From an optimization exercise on the open Yosys and OpenROAD flow, aimed at small area, a short achievable clock period and few clock cycles; shortcuts taken in it are not production practice. Only simulation tests tie the RTL to the original design; equivalence was not proved. Power is estimated from default activity; no workload was simulated.

the reference run:
==> flow/design.v <==
module rsa_encrypt
(
  input wire clk,
  input wire rst,
  input wire [12:0] data,
  input wire [2:0] input_data_type,
  output wire [15:0] output_data,
  output wire ready
);
    reg [12:0] n;
    reg [12:0] e;
    reg [7:0]  m;
    reg [12:0] acc;
    reg [12:0] p;
    reg [3:0]  idx;
    reg [3:0]  eidx;
    reg        wbit;
    reg        op_mul;
    reg        busy;
    reg        start;    
    reg        prep;     
    assign ready = ~busy;
    assign output_data = {3'b000, acc};
    function [3:0] msb13(input [12:0] w);
        integer i;
        begin
            msb13 = 4'd0;
            for (i = 1; i < 13; i = i + 1)
                if (w[i]) msb13 = i[3:0];
        end
    endfunction
    function below13(input [12:0] w);
        integer i;
        begin
            below13 = w[0];
            for (i = 1; i < 13; i = i + 1)
                if (w[i]) below13 = w[i-1];
        end
    endfunction
    wire [3:0] msbe  = msb13(e);
    wire [3:0] msbm  = msb13({5'b00000, m});
    wire [3:0] msba  = msb13(acc);
    wire [3:0] msbd  = msb13({5'b00000, data[7:0]});
    wire       m_gt1 = (msbm != 4'd0);
    wire       a_gt1 = (msba != 4'd0);
    wire       d_gt1 = (msbd != 4'd0);
    wire [15:0] a2  = {2'b00, p, 1'b0};
    wire [15:0] ba  = wbit ? {3'b000, acc} : 16'd0;
    wire [15:0] nn1 = ~{3'b000, n};
    wire [15:0] nn2 = ~{2'b00, n, 1'b0};
    wire [15:0] x1  = a2 ^ ba ^ nn1;
    wire [15:0] c1  = (a2 & ba) | (a2 & nn1) | (ba & nn1);
    wire [15:0] x2  = a2 ^ ba ^ nn2;
    wire [15:0] c2  = (a2 & ba) | (a2 & nn2) | (ba & nn2);
    wire [15:0] s   = a2 + ba;
    wire [15:0] d1  = x1 + {c1[14:0], 1'b1};
    wire [15:0] d2  = x2 + {c2[14:0], 1'b1};
    wire        ge2 = ~d2[15];
    wire        ge1 = ~d1[15];
    wire [12:0] pn  = ge2 ? d2[12:0] : (ge1 ? d1[12:0] : s[12:0]);
    wire accept   = ready & (input_data_type == 3'd1);
    wire e_one    = (msbe == 4'd0);
    wire last     = (idx == 4'd0);
    wire next_mul = ~op_mul & e[eidx] & m_gt1;
    wire [3:0]  idx1 = idx - 4'd1;
    wire [12:0] w    = op_mul ? {5'b00000, m} : acc;
    wire reduce   = start & ({5'b00000, m} >= n);
    wire finish   = ~reduce & ~prep & last & ~next_mul & (eidx == 4'd0);
    always @(posedge clk) begin
        if (rst) begin
            n     <= 13'd3233;
            e     <= 13'd17;
            busy  <= 1'b0;
            start <= 1'b0;
            prep  <= 1'b0;
        end else if (~busy) begin
            if (input_data_type == 3'd2) n <= data;
            if (input_data_type == 3'd3) e <= data;
            if (accept & ~e_one) begin
                busy  <= 1'b1;
                start <= 1'b1;
            end
        end else begin
            start <= 1'b0;
            prep  <= ~reduce & ~prep & last & ~next_mul & (eidx != 4'd0);
            if (finish)
                busy <= 1'b0;
        end
    end
    always @(posedge clk) begin
        if (~busy) begin
            if (accept) begin
                m   <= data[7:0];
                acc <= {5'b00000, data[7:0]};
            end
        end else if (reduce) begin
            acc <= 13'd1;
        end else if (~prep & last) begin
            acc <= pn;
        end
    end
    always @(posedge clk) begin
        if (~busy) begin
            op_mul <= 1'b0;
            eidx   <= msbe - 4'd1;
        end else if (reduce) begin
            op_mul <= 1'b1;
            eidx   <= msbe;
        end else if (~prep & last) begin
            op_mul <= next_mul;
            if (~next_mul)
                eidx <= eidx - 4'd1;
        end
    end
    always @(posedge clk) begin
        p    <= pn;
        idx  <= idx1;
        wbit <= w[idx1];
        if (~busy) begin
            p    <= d_gt1 ? {5'b00000, data[7:0]} : 13'd0;
            idx  <= d_gt1 ? msbd - 4'd1 : 4'd0;
            wbit <= below13({5'b00000, data[7:0]});
        end else if (reduce) begin
            p    <= 13'd0;
            idx  <= msbm;
            wbit <= 1'b1;
        end else if (prep) begin
            p    <= a_gt1 ? acc : 13'd0;
            idx  <= a_gt1 ? msba - 4'd1 : 4'd0;
            wbit <= below13(acc);
        end else if (last & next_mul) begin
            p    <= pn;
            idx  <= msbm - 4'd1;
            wbit <= below13({5'b00000, m});
        end
    end
endmodule
export LEC_CHECK = 0
export CAP_MARGIN = 20
export CORE_MARGIN = 2
export CORE_UTILIZATION = 40
export CTS_BUF_LIST = sky130_fd_sc_hd__clkbuf_4 sky130_fd_sc_hd__clkbuf_8
export GPL_TIMING_DRIVEN = 0
export SETUP_SLACK_MARGIN = 3.6
export SLEW_MARGIN = 20
create_clock -name core_clock -period 7.0 [get_ports {clk}]
standard.sh (not shown) runs the stock make flow with config.mk's settings and CLKGATE_MAP_FILE= SYNTH_SCRIPT=/design/flow/synth_recipe.tcl, a recipe that flattens the netlist after the stock synthesis.
==> flow/flow/run.sh <==
#!/bin/bash
# Standard layout, with the port buffers made of buf_1 cells instead of the
# automatically chosen delay buffers. The whole make output goes to
# standard_make.log; ORFS's own per-step logs are under orfs/logs/.
set -euo pipefail
bash standard.sh "BUFFER_PORTS_ARGS=-buffer_cell sky130_fd_sc_hd__buf_1" finish > standard_make.log 2>&1
Every stage of the flow completed for the reference run, and the final layout passed the timing, DRC and antenna checks.
Testbench counts of the reference run, summed over its fixed seeds: cycles 37,062.
Inputs modified between the reference run and the trial run:
Settings: SETUP_SLACK_MARGIN: 3.6 -> 3.65; GPL_TIMING_DRIVEN: 0 -> unset.
==> comparison <==
In summary, the trial run completed successfully, with a layout that passed the timing, DRC and antenna checks.
The reference run → the trial run: net switching fraction of the power went up by 0.67 points; met2 track demand over resource in global routing now smaller; clock slew seen by the registers of the worst setup and hold paths saw little to no change; weighted congestion reported at the end of routability-driven placement decreased by 0.016 relative to the old numbers.
Delta (the trial run minus the reference run): arrival time at the worst endpoint saw a decrease, combinational cell fraction of total power saw a decrease.

* * *

## run 1
RTL: the design.v shown in full above, as it stands there.
Settings: LEC_CHECK=0, CAP_MARGIN=20, CORE_MARGIN=2, CORE_UTILIZATION=40, CTS_BUF_LIST=sky130_fd_sc_hd__clkbuf_4 sky130_fd_sc_hd__clkbuf_8, SETUP_SLACK_MARGIN=3.7, SLEW_MARGIN=20; clock period 7.0 ns.
Scripts as last shown in full above: flow/flow/run.sh
Run 1 finished every stage and its layout cleared the timing, DRC and antenna checks.
Testbench counts of run 1, summed over its fixed seeds: cycles 37,062.
Input-level comparison between run 2 and run 1:
# run 1
export LEC_CHECK = 0
export CAP_MARGIN = 20
export CORE_MARGIN = 2
export CORE_UTILIZATION = 40
export CTS_BUF_LIST = sky130_fd_sc_hd__clkbuf_4 sky130_fd_sc_hd__clkbuf_8
export SETUP_SLACK_MARGIN = 3.7
export SLEW_MARGIN = 20
create_clock -name core_clock -period 7.0 [get_ports {clk}]
# run 2
export LEC_CHECK = 0
export CAP_MARGIN = 20
export CORE_MARGIN = 2
export CORE_UTILIZATION = 40
export CTS_BUF_LIST = sky130_fd_sc_hd__clkbuf_4 sky130_fd_sc_hd__clkbuf_8
export SETUP_SLACK_MARGIN = 3.5
export SLEW_MARGIN = 20
export TNS_END_PERCENT = 5
create_clock -name core_clock -period 7.0 [get_ports {clk}]
Notes after the runs:
Summary of run 2 over run 1: number of global-route vias before repair -163; critical path depth stayed essentially flat; met3 global-route usage decreased 0.15 points; sequential power neither gained nor lost much; data required time at the worst endpoint fell 20 ps.
Compared with run 1, run 2 shows a slew at the pin closest to its max-slew limit that is 22 ps higher.
Measured against run 2, the total length of routed wires of run 1 comes out at 1.07 times the reference value.
On routed via count, run 1 loses to run 2.
Setup changes, run 2 to run 3
# run 2
export LEC_CHECK = 0
export CAP_MARGIN = 20
export CORE_MARGIN = 2
export CORE_UTILIZATION = 40
export CTS_BUF_LIST = sky130_fd_sc_hd__clkbuf_4 sky130_fd_sc_hd__clkbuf_8
export SETUP_SLACK_MARGIN = 3.5
export SLEW_MARGIN = 20
export TNS_END_PERCENT = 5
create_clock -name core_clock -period 7.0 [get_ports {clk}]
# run 3
export LEC_CHECK = 0
export CAP_MARGIN = 20
export CORE_MARGIN = 2
export CORE_UTILIZATION = 40
export CTS_BUF_LIST = sky130_fd_sc_hd__clkbuf_4 sky130_fd_sc_hd__clkbuf_8
export SETUP_SLACK_MARGIN = 3.8
export SLEW_MARGIN = 20
export TNS_END_PERCENT = 5
create_clock -name core_clock -period 7.0 [get_ports {clk}]
[summary]
Run 3 completed; timing, DRC and antenna clean
met1 as the busiest layer in global routing was reported by run 2, and met2 by run 3.
Summary of run 3 over run 2: clock-buffer cell count +2, estimated wirelength of the detail-placed design shrank by 3.3%.
Setup fix buffers added after clock tree synthesis delta for run 3 relative to run 2: 17 higher
Number of buffers and inverters on the critical path came out higher on run 3 than on run 2.
Run 3 against run 2: fraction of area in multi-input gates fell by 0.51 points, cell count along the critical path rose by 3.
Compared with run 2, run 3 shows a lower hold slack.
[compare] base=run 2 new=run 3: power now sits higher; power per cell area went up.
Summed area of non-filler cells in the final layout came out higher on run 3 than on run 2.
Post-CTS resize count (lower): run 2
For run 4, these inputs were changed with respect to run 3:
# run 3
export LEC_CHECK = 0
export CAP_MARGIN = 20
export CORE_MARGIN = 2
export CORE_UTILIZATION = 40
export CTS_BUF_LIST = sky130_fd_sc_hd__clkbuf_4 sky130_fd_sc_hd__clkbuf_8
export SETUP_SLACK_MARGIN = 3.8
export SLEW_MARGIN = 20
export TNS_END_PERCENT = 5
create_clock -name core_clock -period 7.0 [get_ports {clk}]
# run 4
export LEC_CHECK = 0
export CAP_MARGIN = 20
export CORE_MARGIN = 2
export CORE_UTILIZATION = 50
export CTS_BUF_LIST = sky130_fd_sc_hd__clkbuf_4 sky130_fd_sc_hd__clkbuf_8
export SETUP_SLACK_MARGIN = 3.6
export SLEW_MARGIN = 20
create_clock -name core_clock -period 7.0 [get_ports {clk}]
Notes after the runs:
Run 4: critical path arrival is 100 ps lower than what run 3 reported.
Relative to run 3, synthesis-to-layout area growth has decreased by 1.3 points in run 4.
Number of port buffers: run 3 vs run 4 — no meaningful difference
Going from run 3 to run 4, pre-CTS setup slack higher, global-route usage higher.
Re core utilization: run 4 is 11 points up on run 3.
Summary of run 4 over run 3: met3 wire length went up by 210 µm; hold buffer count at cts has remained practically unchanged.

## port drivers added, routing unchanged
Ports are ideal in the flow. The routed layouts listed here were re-timed in OpenROAD. Step 1: set_driving_cell puts a clkbuf_16 on clk and a buf_2 on each other input, an assumption about the parent block. Step 2 adds t to the input delays and takes it off the output delays; t is the mean of the earliest and latest rising clock arrival at the registers after step 1. Input paths then give back, and output paths get back, about the clock's delay inside the block. Slacks: ideal ports / drivers / drivers and shift; pairs: ideal ports / drivers.
run	t, ns	setup WS [ns]	worst setup path after step 2	slew at the worst register clock pin (ns)	worst data-port slew with drivers (ns)
the reference run	0.395	3.552 / 3.552 / 3.387	input to register	0.08 / 0.08	0.04
the trial run	0.405	3.685 / 3.685 / 3.488	input to register	0.09 / 0.09	0.03
run 1	0.419	3.673 / 3.673 / 3.396	input to register	0.09 / 0.09	0.04
run 2	0.404	3.581 / 3.581 / 3.518	input to register	0.09 / 0.09	0.03
run 3	0.390	3.554 / 3.554 / 3.463	input to register	0.09 / 0.09	0.03
run 4	0.400	3.646 / 3.646 / 3.494	input to register	0.08 / 0.08	0.04
After both steps setup and hold are still met in every run listed. For run 1, which loses most, drivers alone change the setup slack by 0.000 ns; drivers and shift together by -0.277 ns.
